Source: an optimization exercise on an open RTL-to-GDS flow (aim: small area and a short achievable clock period). Production flows keep margins and buffers that such runs may drop.
At most, simulation tests tie the RTL to the original design; equivalence was not proved.

## lab4_2
module lab4_2( 
              input wire      mode,
              input wire[2:0] opCode,
              input wire[3:0] value,
              input clk,
              input reset,
              output reg[9:0] result,
              output reg cacheFull,
              output reg invalidOp,
              output reg overflow);
For scale: about 1100 cells after synthesis, ~280 flip-flops, ~23 I/O pins, ~0.015 sq mm of cells after synthesis.
Settings: LEC_CHECK=0, CAP_MARGIN=20, CORE_MARGIN=2, CORE_UTILIZATION=40, CTS_BUF_LIST=sky130_fd_sc_hd__clkbuf_16, CTS_CLUSTER_DIAMETER=100, CTS_CLUSTER_SIZE=22, SETUP_SLACK_MARGIN=4.4, SLEW_MARGIN=20, SYNTH_HIERARCHICAL=1, SYNTH_MINIMUM_KEEP_SIZE=0, TNS_END_PERCENT=10; clock period 8.0 ns.
run.sh (not shown) runs the stock make flow with config.mk's settings and CLKGATE_MAP_FILE= SYNTH_SCRIPT=/design/flow/synth_recipe.tcl, a recipe that flattens the netlist after the stock synthesis.
Next try:
==> flow/config.mk (replaced) <==
export PLATFORM = sky130hd
export DESIGN_NAME = lab4_2
export DESIGN_NICKNAME = lab4_2
export VERILOG_FILES = /design/flow/design.v
export SDC_FILE = /design/flow/constraint.sdc
export NUM_CORES = 4
export LEC_CHECK = 0
export CAP_MARGIN = 20
export CORE_MARGIN = 2
export CORE_UTILIZATION = 50
export CTS_BUF_LIST = sky130_fd_sc_hd__clkbuf_8 sky130_fd_sc_hd__clkbuf_16
export CTS_CLUSTER_DIAMETER = 80
export CTS_CLUSTER_SIZE = 14
export SETUP_SLACK_MARGIN = 4.5
export SLEW_MARGIN = 20
export SYNTH_HIERARCHICAL = 1
export SYNTH_MINIMUM_KEEP_SIZE = 0
Flip-flop and latch count is unchanged. Final cell count falls by 6.8%. Die area falls by 20%.

lab4_2, a different RTL version from the one above (not shown whole).
Size: about 1,200 cells after synthesis, about 270 flip-flops, roughly 23 I/O pins, roughly 0.015 sq mm of cells after synthesis.
make LEC_CHECK=0 CAP_MARGIN=20 CORE_MARGIN=2 CORE_UTILIZATION=40 CTS_BUF_LIST=sky130_fd_sc_hd__clkbuf_8 CTS_CLUSTER_DIAMETER=100 CTS_CLUSTER_SIZE=16 SETUP_SLACK_MARGIN=3.5 SLEW_MARGIN=20 finish   # period 8.0 ns
Then changed:
- CTS_BUF_LIST: sky130_fd_sc_hd__clkbuf_8 -> default
- CTS_CLUSTER_DIAMETER: 100 -> default
- CTS_CLUSTER_SIZE: 16 -> default
- SETUP_SLACK_MARGIN: 3.5 -> 5
The new run produced a clean layout.
Worst setup slack gets better by 0.30 ns.
Sequential share of layout area fell by 8.0 points.
First-iteration DRC count increases by 16%.
Design area rose by about 20%.
Count of clock-buffer cells in the layout goes up by 11.
Final cell count went up by 8.4%.
Then changed:
- CTS_BUF_LIST: default -> sky130_fd_sc_hd__clkbuf_16
- CTS_CLUSTER_DIAMETER: default -> 100
- CTS_CLUSTER_SIZE: default -> 22
- SETUP_SLACK_MARGIN: 5 -> 3.5
Effect: Worst hold slack is about the same; via count fell by 9.5%; setup slack loses 0.31 ns; area after synthesis stays the same; wire length fell by 13%; final cell count fell by 8.4%; clock skew is about the same; die area does not change.
Then changed:
- CTS_BUF_LIST: sky130_fd_sc_hd__clkbuf_16 -> default
- CTS_CLUSTER_DIAMETER: 100 -> default
- CTS_CLUSTER_SIZE: 22 -> default
Outcome: Non-clock buffer count went up by 5. Hold slack loses 0.0035 ns. Die area stays the same. Design area rises by a few percent. Setup slack gets better by 0.055 ns. Global-route usage climbs by 0.36 points. Wire length is higher slightly. Utilization goes up by 1.6 points. Cell count goes up slightly. Clock skew went up by 0.035 ns.
Then changed:
- CTS_BUF_LIST: default -> sky130_fd_sc_hd__clkbuf_4 sky130_fd_sc_hd__clkbuf_8
After rerunning: First-iteration DRC count rose by about 18%. Routed wire length rose by about 0.6%. Synthesized area is unchanged. Critical path depth does not change. Non-clock buffer count shrinks by 3.

## 11-25
lab4_2, a different RTL version from the one above (not shown whole).
Size: ~1200 cells after synthesis, about 270 flip-flops.
## lab4_2
module lab4_2( 
              input wire      mode,
              input wire[2:0] opCode,
              input wire[3:0] value,
              input clk,
              input reset,
              output reg[9:0] result,
              output reg cacheFull,
              output reg invalidOp,
              output reg overflow);
==> flow/config.mk <==
export PLATFORM = sky130hd
export DESIGN_NAME = lab4_2
export DESIGN_NICKNAME = lab4_2
export VERILOG_FILES = /design/flow/design.v
export SDC_FILE = /design/flow/constraint.sdc
export NUM_CORES = 4
export LEC_CHECK = 0
export CAP_MARGIN = 20
export CORE_MARGIN = 2
export CORE_UTILIZATION = 40
export CTS_BUF_LIST = sky130_fd_sc_hd__clkbuf_16
export CTS_CLUSTER_DIAMETER = 100
export CTS_CLUSTER_SIZE = 22
export SETUP_SLACK_MARGIN = 4.2
export SLEW_MARGIN = 20
==> flow/constraint.sdc <==
create_clock -name core_clock -period 8.0 [get_ports {clk}]
set_input_delay 1.6000 -clock core_clock [delete_from_list [all_inputs] [get_ports {clk}]]
set_output_delay 1.6000 -clock core_clock [all_outputs]
set_load 0.01 [all_outputs]
Per the final summary, 11-25 finished and its layout is clean on timing, DRC and antenna.
Setup changes, 11-25 to 09-08
Settings: changing SETUP_SLACK_MARGIN from 4.2 to 3.5.
==> flow/flow/run.sh (new file) <==
#!/bin/bash
# Standard layout, with sizing free to change a cell's footprint (the platform
# default restricts resizing to cells of the same footprint).
set -euo pipefail
bash standard.sh MATCH_CELL_FOOTPRINT=0 finish > standard.log 2>&1
==> flow/standard.sh (new file) <==
#!/bin/bash
# synth_recipe.tcl (not shown) runs the flow's synth.tcl, then flattens the netlist and writes it again
# the make line also repeats each setting of config.mk as NAME=value (left out here)
make -C /OpenROAD-flow-scripts/flow DESIGN_CONFIG=/design/flow/config.mk WORK_HOME=/design/flow/orfs CLKGATE_MAP_FILE= SYNTH_SCRIPT=/design/flow/synth_recipe.tcl "${@:-finish}"
removed: flow/run.sh
==> run notes <==
Between 09-08 and 11-25, the maximum frequency is lower for 09-08. Of 09-08 and 11-25, the run reporting the higher critical path depth in cells was 11-25. Worst-skew pair later-pin latency: 09-08 vs 11-25, no meaningful difference. Going from 11-25 to 09-08, utilization after layout fell by 1.4 points; layout filler cell count +68; number of flops mapped to enable cells by yosys did not really move.
No run of this note included a check of the RTL's function; only the layout flow was run.

job 2841:
lab4_2 with an RTL version that a note above also has.
Size in the first run: ~1100 cells after synthesis, about 23 I/O pins.
clock: 8.0 ns
lec_check: 0
cap_margin: 20
core_margin: 2
core_utilization: 50
cts_buf_list: sky130_fd_sc_hd__clkbuf_16
cts_cluster_diameter: 100
cts_cluster_size: 22
setup_slack_margin: 4.4
slew_margin: 20
synth_hierarchical: 1
synth_minimum_keep_size: 0
Stock flow here: none of the scripts above is used.
[inputs] job 4954 vs job 2841
# job 2841
export LEC_CHECK = 0
export CAP_MARGIN = 20
export CORE_MARGIN = 2
export CORE_UTILIZATION = 50
export CTS_BUF_LIST = sky130_fd_sc_hd__clkbuf_16
export CTS_CLUSTER_DIAMETER = 100
export CTS_CLUSTER_SIZE = 22
export SETUP_SLACK_MARGIN = 4.4
export SLEW_MARGIN = 20
export SYNTH_HIERARCHICAL = 1
export SYNTH_MINIMUM_KEEP_SIZE = 0
create_clock -name core_clock -period 8.0 [get_ports {clk}]
# job 4954
export LEC_CHECK = 0
export CAP_MARGIN = 20
export CORE_MARGIN = 2
export CORE_UTILIZATION = 40
export CTS_BUF_LIST = sky130_fd_sc_hd__clkbuf_16
export CTS_CLUSTER_DIAMETER = 100
export CTS_CLUSTER_SIZE = 22
export SETUP_SLACK_MARGIN = 4.7
export SLEW_MARGIN = 20
export SYNTH_HIERARCHICAL = 1
export SYNTH_MINIMUM_KEEP_SIZE = 0
create_clock -name core_clock -period 8.0 [get_ports {clk}]
==> run notes <==
From job 2841 to job 4954 the numbers moved as follows: final clock period utilization by the worst path up 0.36 points; placed cell area climbed 0.99%.
Job 4954 ended up with a lower slack of the critical path than job 2841 did.
After detailed routing, job 2841 needs less wire than job 4954.
Diff job 2841 -> job 4954: sequential cell count flat, final area increased 3.4%, multi-input gate share of the layout cell area has decreased.
The inputs of job 9724 differ from those of job 4954 as listed below.
# job 4954
export LEC_CHECK = 0
export CAP_MARGIN = 20
export CORE_MARGIN = 2
export CORE_UTILIZATION = 40
export CTS_BUF_LIST = sky130_fd_sc_hd__clkbuf_16
export CTS_CLUSTER_DIAMETER = 100
export CTS_CLUSTER_SIZE = 22
export SETUP_SLACK_MARGIN = 4.7
export SLEW_MARGIN = 20
export SYNTH_HIERARCHICAL = 1
export SYNTH_MINIMUM_KEEP_SIZE = 0
create_clock -name core_clock -period 8.0 [get_ports {clk}]
# job 9724
export LEC_CHECK = 0
export CAP_MARGIN = 20
export CORE_MARGIN = 2
export CORE_UTILIZATION = 60
export CTS_BUF_LIST = sky130_fd_sc_hd__clkbuf_16
export CTS_CLUSTER_DIAMETER = 100
export CTS_CLUSTER_SIZE = 22
export SETUP_SLACK_MARGIN = 4.4
export SLEW_MARGIN = 20
export SYNTH_HIERARCHICAL = 1
export SYNTH_MINIMUM_KEEP_SIZE = 0
create_clock -name core_clock -period 8.0 [get_ports {clk}]
Results
- Job 9724 vs job 4954 — highest clock rate climbed slightly
- In job 9724, the number of stages on the worst hold path came out 1 above the value in job 4954.
- Diff job 4954 -> job 9724 | share of the final layout cell area in sequential cells | increase of 2.1 points
- Comparing job 9724 and job 4954, clock skew is higher on job 4954.
diff inputs: job 9724 => job 889
# job 9724
export LEC_CHECK = 0
export CAP_MARGIN = 20
export CORE_MARGIN = 2
export CORE_UTILIZATION = 60
export CTS_BUF_LIST = sky130_fd_sc_hd__clkbuf_16
export CTS_CLUSTER_DIAMETER = 100
export CTS_CLUSTER_SIZE = 22
export SETUP_SLACK_MARGIN = 4.4
export SLEW_MARGIN = 20
export SYNTH_HIERARCHICAL = 1
export SYNTH_MINIMUM_KEEP_SIZE = 0
create_clock -name core_clock -period 8.0 [get_ports {clk}]
# job 889
export LEC_CHECK = 0
export CAP_MARGIN = 20
export CORE_MARGIN = 2
export CORE_UTILIZATION = 50
export CTS_BUF_LIST = sky130_fd_sc_hd__clkbuf_16
export CTS_CLUSTER_DIAMETER = 100
export CTS_CLUSTER_SIZE = 22
export SETUP_SLACK_MARGIN = 4.6
export SLEW_MARGIN = 20
export SYNTH_HIERARCHICAL = 1
export SYNTH_MINIMUM_KEEP_SIZE = 0
create_clock -name core_clock -period 8.0 [get_ports {clk}]
Looking at routed wire length across both flows, job 889 is the weaker of the two, with job 9724 ahead. Job 889 against job 9724: placed cell count went up; proportion of cell area spent on the clock network went down.
What job 7881 does differently from job 889 at the input level:
# job 889
export LEC_CHECK = 0
export CAP_MARGIN = 20
export CORE_MARGIN = 2
export CORE_UTILIZATION = 50
export CTS_BUF_LIST = sky130_fd_sc_hd__clkbuf_16
export CTS_CLUSTER_DIAMETER = 100
export CTS_CLUSTER_SIZE = 22
export SETUP_SLACK_MARGIN = 4.6
export SLEW_MARGIN = 20
export SYNTH_HIERARCHICAL = 1
export SYNTH_MINIMUM_KEEP_SIZE = 0
create_clock -name core_clock -period 8.0 [get_ports {clk}]
# job 7881
export LEC_CHECK = 0
export CAP_MARGIN = 20
export CORE_MARGIN = 2
export CORE_UTILIZATION = 50
export CTS_BUF_LIST = sky130_fd_sc_hd__clkbuf_16
export CTS_CLUSTER_DIAMETER = 100
export CTS_CLUSTER_SIZE = 22
export SETUP_SLACK_MARGIN = 4.5
export SLEW_MARGIN = 20
export SYNTH_HIERARCHICAL = 1
export SYNTH_MINIMUM_KEEP_SIZE = 0
create_clock -name core_clock -period 8.0 [get_ports {clk}]
### Flow results
The antenna diode count in job 7881 sits 1 below the value recorded for job 889. Summary: with job 889 as the reference, count of non-CTS buffers in the layout in job 7881 moved down by more than 10%. Job 7881 vs job 889: slack of the critical path up. From job 889 to job 7881, DRC violation count after routing did not move at all. Job 7881 vs. job 889: number of setup buffers added after CTS moved down; via count has decreased; routed wire length held steady; worst-case headroom to the max-slew limit increased by 8.2 points relative to the old numbers. Job 7881 ran to completion and came out clean on the timing, DRC and antenna checks.

build 70:
lab4_2 again, from the RTL that the note above started with.
Settings: LEC_CHECK=0, CAP_MARGIN=20, CORE_MARGIN=2, CORE_UTILIZATION=60, CTS_BUF_LIST=sky130_fd_sc_hd__clkbuf_16, CTS_CLUSTER_DIAMETER=100, CTS_CLUSTER_SIZE=22, SETUP_SLACK_MARGIN=4.5, SLEW_MARGIN=20, SYNTH_HIERARCHICAL=1, SYNTH_MINIMUM_KEEP_SIZE=0; clock period 8.0 ns.
Build 70 completed; timing, DRC and antenna clean
Here is what was changed in the inputs of build 37 compared with build 70.
- CTS_CLUSTER_DIAMETER changed from 100 to 120
- CTS_CLUSTER_SIZE changed from 22 to 28
- CORE_UTILIZATION changed from 60 to 50
## What came out
Delta (build 37 minus build 70): number of buffers between clock root and the deepest sink saw little to no change; non-filler instance count after layout saw an increase; deepest level of the CTS H-tree saw little to no change.
Overall global routing resource usage was higher in the run labelled build 70.
First-iteration DRC count on build 37 is ahead of build 70.
Build 37 vs. build 70: number of instances in the placed design moved up, met2 routing resource usage after global routing moved down.
Build 70 and build 37 ended up with roughly the same sequential share of layout area.
Relative to build 37, the following input files were edited for build 32:
- CORE_UTILIZATION now 40, was 50
- SETUP_SLACK_MARGIN now 4.2, was 4.5
- CTS_CLUSTER_DIAMETER now 100, was 120
- CTS_CLUSTER_SIZE now 22, was 28
==> run notes <==
Measured against each other, build 37 and build 32 differ in fraction of area in clock buffers and inverters, the lower figure coming from build 37. Looking only at via density per instance, and setting everything else aside, the higher value of build 37 and build 32 goes to build 37. On aggregate global-route resource usage: between build 37 and build 32, it ends up higher for build 37. Diff build 37..build 32 | clock network latency to the later pin of the worst-skew pair | negligible. The critical path depth of build 32 is higher than that of build 37. Of build 37 and build 32, the lower via count belongs to build 32. Compared with build 37, build 32 supports a lower clock frequency. On floorplan die area: between build 37 and build 32, it ends up higher for build 32.
Here is what was changed in the inputs of build 7 compared with build 32.
- SETUP_SLACK_MARGIN now 4.4, was 4.2
## What came out
- Note that the routed wire length recorded for build 7 amounts to 1.07 times the value seen in build 32.
- A launch point of the critical path of p1[1] is what build 7 shows, while p1_one[1] belongs to build 32.
- In the metrics for build 7 and build 32, the one carrying the lower overall via count from detail_route is build 32.
- Global-route usage ends up lower on build 32.
- Min setup slack of the most critical reg-to-reg path across build 7 and build 32: build 32
- Against build 32, build 7 reports a part of the cycle the worst path needs that is lower.
- On clock tree skew after final layout, build 7 tracks build 32 almost exactly.
- Build 32 → build 7: highest attainable clock frequency has increased, relative area change from synthesis to final layout went up.
Input changes introduced in build 86 (baseline for comparison: build 7):
- CORE_UTILIZATION now 70, was 40
- SETUP_SLACK_MARGIN now 4.5, was 4.4
Notes after the runs:
Build 86: number of gates resized after CTS 1 below build 7. Build 86 against build 7: cell count along the critical path saw an increase. Build 86 vs build 7, buffering overhead went down by 0.29 points. Build 86 ended up with a higher global-route usage than build 7 did. Route | build 86 vs build 7 | wire shorter in build 86.

==> afterwards: timing with drivers on the ports <==
How much do the figures lean on ideal ports? The routed layouts below were timed once more, with nothing changed but the port constraints.
Step 1: set_driving_cell puts a clkbuf_16 on clk and a buf_2 on each other input, an assumption about the parent block.
Step 2 times the ports against the registers' clock, not the clock port: input delays grow and output delays shrink by t, the midpoint of the rising clock arrivals with the driver on.
Slacks: no drivers / after step 1 / after step 2; pairs: no drivers / after step 1.
run | shift t [ns] | setup WS [ns] | latest minus earliest clock arrival (ns)
the first run of note 1 | 0.550 | 4.378 / 4.378 / 3.906 | 0.016 / 0.017
the second run of note 1 | 0.567 | 4.412 / 4.412 / 3.953 | 0.014 / 0.014
the first run of note 2 | 0.592 | 3.725 / 3.725 / 3.231 | 0.032 / 0.032
the second run of note 2 | 0.603 | 4.025 / 4.025 / 4.025 | 0.016 / 0.016
the third run of note 2 | 0.545 | 3.711 / 3.711 / 3.279 | 0.024 / 0.024
the fourth run of note 2 | 0.621 | 3.766 / 3.766 / 3.223 | 0.055 / 0.056
the fifth run of note 2 | 0.621 | 3.752 / 3.752 / 3.236 | 0.038 / 0.037
11-25 | 0.557 | 3.831 / 3.831 / 3.653 | 0.022 / 0.022
09-08 | 0.549 | 3.629 / 3.629 / 3.370 | 0.020 / 0.020
job 2841 | 0.540 | 4.433 / 4.433 / 3.929 | 0.030 / 0.031
job 4954 | 0.553 | 4.404 / 4.404 / 4.037 | 0.018 / 0.018
job 9724 | 0.555 | 4.424 / 4.424 / 3.911 | 0.014 / 0.014
job 889 | 0.542 | 4.409 / 4.409 / 4.030 | 0.023 / 0.023
job 7881 | 0.544 | 4.421 / 4.421 / 3.954 | 0.019 / 0.019
build 70 | 0.550 | 4.417 / 4.417 / 3.966 | 0.027 / 0.027
build 37 | 0.534 | 4.424 / 4.424 / 3.971 | 0.047 / 0.048
build 32 | 0.536 | 4.326 / 4.326 / 3.911 | 0.016 / 0.015
build 7 | 0.550 | 4.369 / 4.369 / 4.024 | 0.017 / 0.017
build 86 | 0.531 | 4.389 / 4.389 / 4.067 | 0.025 / 0.024
After both steps setup and hold are still met in every run listed. For the fourth run of note 2, which loses most, drivers alone change the setup slack by 0.000 ns; drivers and shift together by -0.543 ns.
